What follows belongs to an exercise in optimizing a design on an open flow for small area; a production flow would make more cautious choices.
The RTL was checked by simulation tests, not by an equivalence proof against the original design.
Power and IR drop assume default switching activity.

==> 10-08: inputs <==
Design multiple, start of the top module:
module multiple(
 input iClk,
 input iReset_n,
 input iChipSelect_n,
 input iWrite_n,
 input iRead_n,
 input [3:0] iAddress,
 input [31:0] iData,
 output reg [31:0] oData
 );
make LEC_CHECK=0 CAP_MARGIN=20 CORE_MARGIN=2 CORE_UTILIZATION=40 CTS_BUF_LIST=sky130_fd_sc_hd__clkbuf_8 CTS_CLUSTER_SIZE=30 GPL_TIMING_DRIVEN=0 SLEW_MARGIN=20 SYNTH_HIERARCHICAL=1 finish   # period 9.0 ns
run.sh (not shown) runs the stock make flow with config.mk's settings and CLKGATE_MAP_FILE= SYNTH_SCRIPT=/design/flow/synth_recipe.tcl, a recipe that flattens the netlist after the stock synthesis.
==> 05-26: changes against 10-08 <==
Settings changed: CTS_BUF_LIST sky130_fd_sc_hd__clkbuf_8 to not set, CTS_CLUSTER_SIZE 30 to not set, GPL_TIMING_DRIVEN 0 to not set.
==> 08-19: changes against 10-08 <==
Settings changed: CTS_BUF_LIST sky130_fd_sc_hd__clkbuf_8 to sky130_fd_sc_hd__clkbuf_4, CTS_CLUSTER_SIZE 30 to not set.
==> comparison <==
- Against 08-19, the power of 05-26 is smaller by about 6.5%.
- In non-clock buffer count, 08-19 and 10-08 do not differ.
- Of 08-19 and 05-26, 05-26 has the higher clock power (gap 11%, measured against 05-26).
- Setup slack: 08-19 < 10-08 < 05-26.
- In critical path depth, 10-08 and 08-19 do not differ.
==> figures <==
| item | 05-26 | 08-19 | 10-08 |
|---|---|---|---|
| Outcome | timing/DRC/antenna clean | timing/DRC/antenna clean | timing/DRC/antenna clean |
| Final std cells w/o fill | 2518 | 2705 | 2676 |
| Post-placement cell area | 0.0224 mm^2 | 0.0229 mm^2 | 0.0229 mm^2 |
| GRT Resource Usage Total | 0.266 | 0.268 | 0.268 |
| Average via count per standard cell | 5.89 | 5.71 | 5.69 |
| Final core utilization | 0.442 | 0.450 | 0.451 |
| HPWL after DPL | 50700 um | 55900 um | 55900 um |
| Power share of the clock group | 0.227 | 0.188 | 0.189 |
| Nonclk buf count | 143 | 280 | 280 |
| Power in the clock group | 940 uW | 832 uW | 839 uW |
| H-tree depth | 1 | 2 | 2 |

* * *

==> run Y <==
multiple, a different RTL version from the one above (not shown whole).
Design multiple, start of the top module:
module multiple(
 input iClk,
 input iReset_n,
 input iChipSelect_n,
 input iWrite_n,
 input iRead_n,
 input [3:0] iAddress,
 input [31:0] iData,
 output reg [31:0] oData
 );
==> module multiple, before the edit <==
module multiple(
 input iClk,
 input iReset_n,
 input iChipSelect_n,
 input iWrite_n,
 input iRead_n,
 input [3:0] iAddress,
 input [31:0] iData,
 output reg [31:0] oData
 );
	reg [31:0] a, b, c, d;
	reg za, zb, zc, zd;
	reg [3:0] control;
	wire wr = ~iChipSelect_n & ~iWrite_n;
	wire rd = ~iChipSelect_n & ~iRead_n;
	always @(posedge iClk, negedge iReset_n)
		if (~iReset_n) begin
			za <= 1'b1; zb <= 1'b1; zc <= 1'b1; zd <= 1'b1;
			control <= 4'd0;
		end else if (wr) begin
			case (iAddress)
			4'd0: za <= 1'b0;
			4'd1: zb <= 1'b0;
			4'd2: zc <= 1'b0;
			4'd3: zd <= 1'b0;
			4'd4: control <= iData[3:0];
			default: ;
			endcase
		end
	reg pac;
	always @(posedge iClk)
		if (wr) begin
			case (iAddress)
			4'd0: begin a <= iData; pac <= 1'b1; end
			4'd1: begin b <= iData; pac <= 1'b0; end
			4'd2: begin c <= iData; pac <= 1'b1; end
			4'd3: begin d <= iData; pac <= 1'b0; end
			default: ;
			endcase
		end
	wire [15:0] nx = ~(pac ? a[15:0] : b[15:0]);
	wire [15:0] ny = ~(pac ? c[15:0] : d[15:0]);
	wire [31:0] m16;
	wire [7:0] m8h;
	wire [3:0] m4h;
	mul3 mul(.nx(nx), .ny(ny), .p16(m16), .p8h(m8h), .p4h(m4h));
	reg pacd;
	reg [31:0] l16, o16;
	reg [7:0] l8h, o8h;
	reg [3:0] l4h, o4h;
	wire sw = pac ^ pacd;
	always @(posedge iClk) begin
		pacd <= pac;
		l16 <= m16; l8h <= m8h; l4h <= m4h;
		if (sw) begin
			o16 <= l16; o8h <= l8h; o4h <= l4h;
		end
	end
	reg zl, zo;
	always @(posedge iClk, negedge iReset_n)
		if (~iReset_n) begin
			zl <= 1'b1; zo <= 1'b1;
		end else begin
			zl <= pac ? (za | zc) : (zb | zd);
			zo <= pac ? (zb | zd) : (za | zc);
		end
	reg hd, rn, md1, md0;
	always @(posedge iClk) begin
		hd <= control[2] & control[3] & control[1] & ~control[0];
		rn <= control[2] & control[3];
		md1 <= control[1];
		md0 <= control[0];
	end
	function [31:0] msel(input [31:0] p16, input [7:0] p8h, input [3:0] p4h, input z);
		msel = z ? 32'd0 : {p16[31:16] & {16{md1}},
		                    md0 ? (md1 ? p16[15:8] : p8h) : 8'd0,
		                    md0 ? p16[7:4] : p4h,
		                    p16[3:0]};
	endfunction
	reg [31:0] rst;
	reg vst;
	wire [31:0] res;
	add32 add(.x(hd ? rst : msel(l16, l8h, l4h, zl)), .y(msel(o16, o8h, o4h, zo | hd)), .s(res));
	wire val = hd ? vst : rn;
	always @(posedge iClk) begin
		rst <= res;
		vst <= val;
	end
	wire vis = control[2] & val;
	always @(posedge iClk, negedge iReset_n)
		if (~iReset_n)
			oData <= 32'd0;
		else if (rd) begin
			case (iAddress)
			4'd0: oData <= za ? 32'd0 : a;
			4'd1: oData <= zb ? 32'd0 : b;
			4'd2: oData <= zc ? 32'd0 : c;
			4'd3: oData <= zd ? 32'd0 : d;
			4'd4: oData[3:0] <= control;
			4'd5: oData <= vis ? res : 32'd0;
			4'd6: oData[1:0] <= {2{vis}};
			default: ;
			endcase
		end
endmodule
export LEC_CHECK = 0
export CAP_MARGIN = 20
export CORE_MARGIN = 2
export CORE_UTILIZATION = 40
export CTS_CLUSTER_DIAMETER = 120
export CTS_CLUSTER_SIZE = 26
export SLEW_MARGIN = 20
export SYNTH_HIERARCHICAL = 1
create_clock -name core_clock -period 9.0 [get_ports {iClk}]
standard.sh (not shown) runs the stock make flow with config.mk's settings and CLKGATE_MAP_FILE= SYNTH_SCRIPT=/design/flow/synth_recipe.tcl, a recipe that flattens the netlist after the stock synthesis.
==> flow/flow/run.sh <==
#!/bin/bash
# The standard layout, with the input and output port buffers made of the
# smallest buffer cell (every port still gets its own buffer), and ORFS's
# power recovery after global routing (downsizes cells on paths with slack).
set -euo pipefail
export BUFFER_PORTS_ARGS="-buffer_cell sky130_fd_sc_hd__buf_1"
export RECOVER_POWER=100
bash standard.sh > standard_flow.log 2>&1
==> inputs of run D, as changes to run Y <==
--- a/flow/design.v
+++ b/flow/design.v
@@ -1849,6 +1849,7 @@
 	end
-	function [31:0] msel(input [31:0] p16, input [7:0] p8h, input [3:0] p4h, input z);
-		msel = z ? 32'd0 : {p16[31:16] & {16{md1}},
-		                    md0 ? (md1 ? p16[15:8] : p8h) : 8'd0,
-		                    md0 ? p16[7:4] : p4h,
+	function [31:0] msel(input [31:0] p16, input [7:0] p8h, input [3:0] p4h,
+	                     input z, input m1, input m0);
+		msel = z ? 32'd0 : {p16[31:16] & {16{m1}},
+		                    m0 ? (m1 ? p16[15:8] : p8h) : 8'd0,
+		                    m0 ? p16[7:4] : p4h,
 		                    p16[3:0]};
@@ -1858,3 +1859,3 @@
 	wire [31:0] res;
-	add32 add(.x(hd ? rst : msel(l16, l8h, l4h, zl)), .y(msel(o16, o8h, o4h, zo | hd)), .s(res));
+	add32 add(.x(hd ? rst : msel(l16, l8h, l4h, zl, md1, md0)), .y(msel(o16, o8h, o4h, zo | hd, md1, md0)), .s(res));
 	wire val = hd ? vst : rn;
==> flow/flow/run.sh (replaced) <==
#!/bin/bash
# The standard layout, with the input and output port buffers made of the
# smallest buffer cell (every port still gets its own buffer).
set -euo pipefail
export BUFFER_PORTS_ARGS="-buffer_cell sky130_fd_sc_hd__buf_1"
bash standard.sh > standard_flow.log 2>&1
CAP_MARGIN = 5   (was 20)
CTS_CLUSTER_DIAMETER = 150   (was 120)
CTS_CLUSTER_SIZE = 30   (was 26)
SLEW_MARGIN = 5   (was 20)
==> comparison table <==
| metric | run Y | run D |
|---|---|---|
| Run status | complete, but fails checks | finished clean |
| Violated checks | max-capacitance violations, max-slew violations | - |
| Met2 demand-to-capacity share in global routing | 34.9% | 34.8% |
| Worst Clk Skew | 0.0197 ns | 0.0141 ns |
| Multi-input gate share of total cell area | 49.2% | 49.5% |
| Clock network share of area | 2.19% | 1.83% |
| Clk power | 742 uW | 681 uW |
| Final instance area | 19400 um2 | 19500 um2 |
| Pwr/cell area | 214 nW/um2 | 211 nW/um2 |
| Area added between synthesis and finish | 4.03% | 4.17% |
| Clock slew at reported path FFs | 0.11 ns | 0.12 ns |
| Crit path DAT | 8.77 ns | 8.61 ns |
| Via density per instance | 5.51 | 5.48 |
| Cell-internal power | 2670 uW | 2620 uW |
| Via Count | 11393 | 11320 |
| Min cycle time layout | 8.36 ns | 8.19 ns |
| Per-cell routed wire length | 22.8 um | 22.8 um |
| Worst Hold Margin | 0.441 ns | 0.444 ns |
| Via count of the first global-routing pass | 12391 | 12341 |
| First-pass GRT wire length | 73400 um | 73300 um |

* * *

==> inputs of v11 <==
Another version of the RTL of multiple (not shown whole).
Settings: LEC_CHECK=0, CAP_MARGIN=20, CORE_MARGIN=2, CORE_UTILIZATION=40, SLEW_MARGIN=20, SYNTH_HIERARCHICAL=1; clock period 9.0 ns.
run.sh (not shown) runs the stock make flow with config.mk's settings and CLKGATE_MAP_FILE= SYNTH_SCRIPT=/design/flow/synth_recipe.tcl, a recipe that flattens the netlist after the stock synthesis.
Stock flow here: none of the scripts above is used.
==> v14: changes against v11 <==
Settings changed: CTS_CLUSTER_DIAMETER set to 120, CTS_CLUSTER_SIZE set to 26.
==> results.txt <==
                                                                           v14         v11
Sequential share of cell area                                            0.391       0.379
Vias per std cell                                                         5.55        5.51
Final non-clock buffer share                                            0.0544      0.0528
Switch Pwr                                                             1.49 mW     1.58 mW
Source-to-sink clock delay at the later pin of the worst-skew pair     0.49 ns     0.55 ns
Worst path setup slack after routing                                   1.02 ns     1.04 ns
Outcome                                               timing/DRC/antenna clean  timing/DRC/antenna clean
Share of layout cells above drive strength 1                            0.0781      0.0950
Clock distribution power                                              0.745 mW     1.29 mW
Final total power                                                      4.20 mW     4.75 mW
Non-filler instance count after layout                                    2092        2123
ClkCell Share                                                           0.0211      0.0498
WL per Instance                                                        22.7 um     22.6 um

afterwards: timing with drivers on the ports:
In the flow no input, the clock included, has a driving cell. The finished layouts below were timed again as built, in two steps. Step 1: set_driving_cell puts a clkbuf_16 on iClk and a buf_2 on each other input, an assumption about the parent block. Step 2 moves the port delays by t, midway between the first and last clock arrival at a register: inputs arrive t later, outputs are due t later. That takes back most of the time a late clock gives input paths. a / b / c = ideal / step 1 / step 2; a / b = the first two.
| run | t, ns | slack for setup (ns) | worst setup path at the end |
|---|---|---|---|
| 10-08 | 0.559 | 0.263 / 0.263 / 0.263 | register to register |
| 05-26 | 0.554 | 0.959 / 0.959 / 0.959 | register to register |
| 08-19 | 0.682 | 0.243 / 0.243 / 0.243 | register to register |
| run Y | 0.548 | 0.644 / 0.644 / 0.644 | register to register |
| run D | 0.545 | 0.814 / 0.814 / 0.814 | register to register |
| v11 | 0.595 | 1.036 / 1.036 / 1.036 | register to register |
| v14 | 0.536 | 1.024 / 1.024 / 1.024 | register to register |
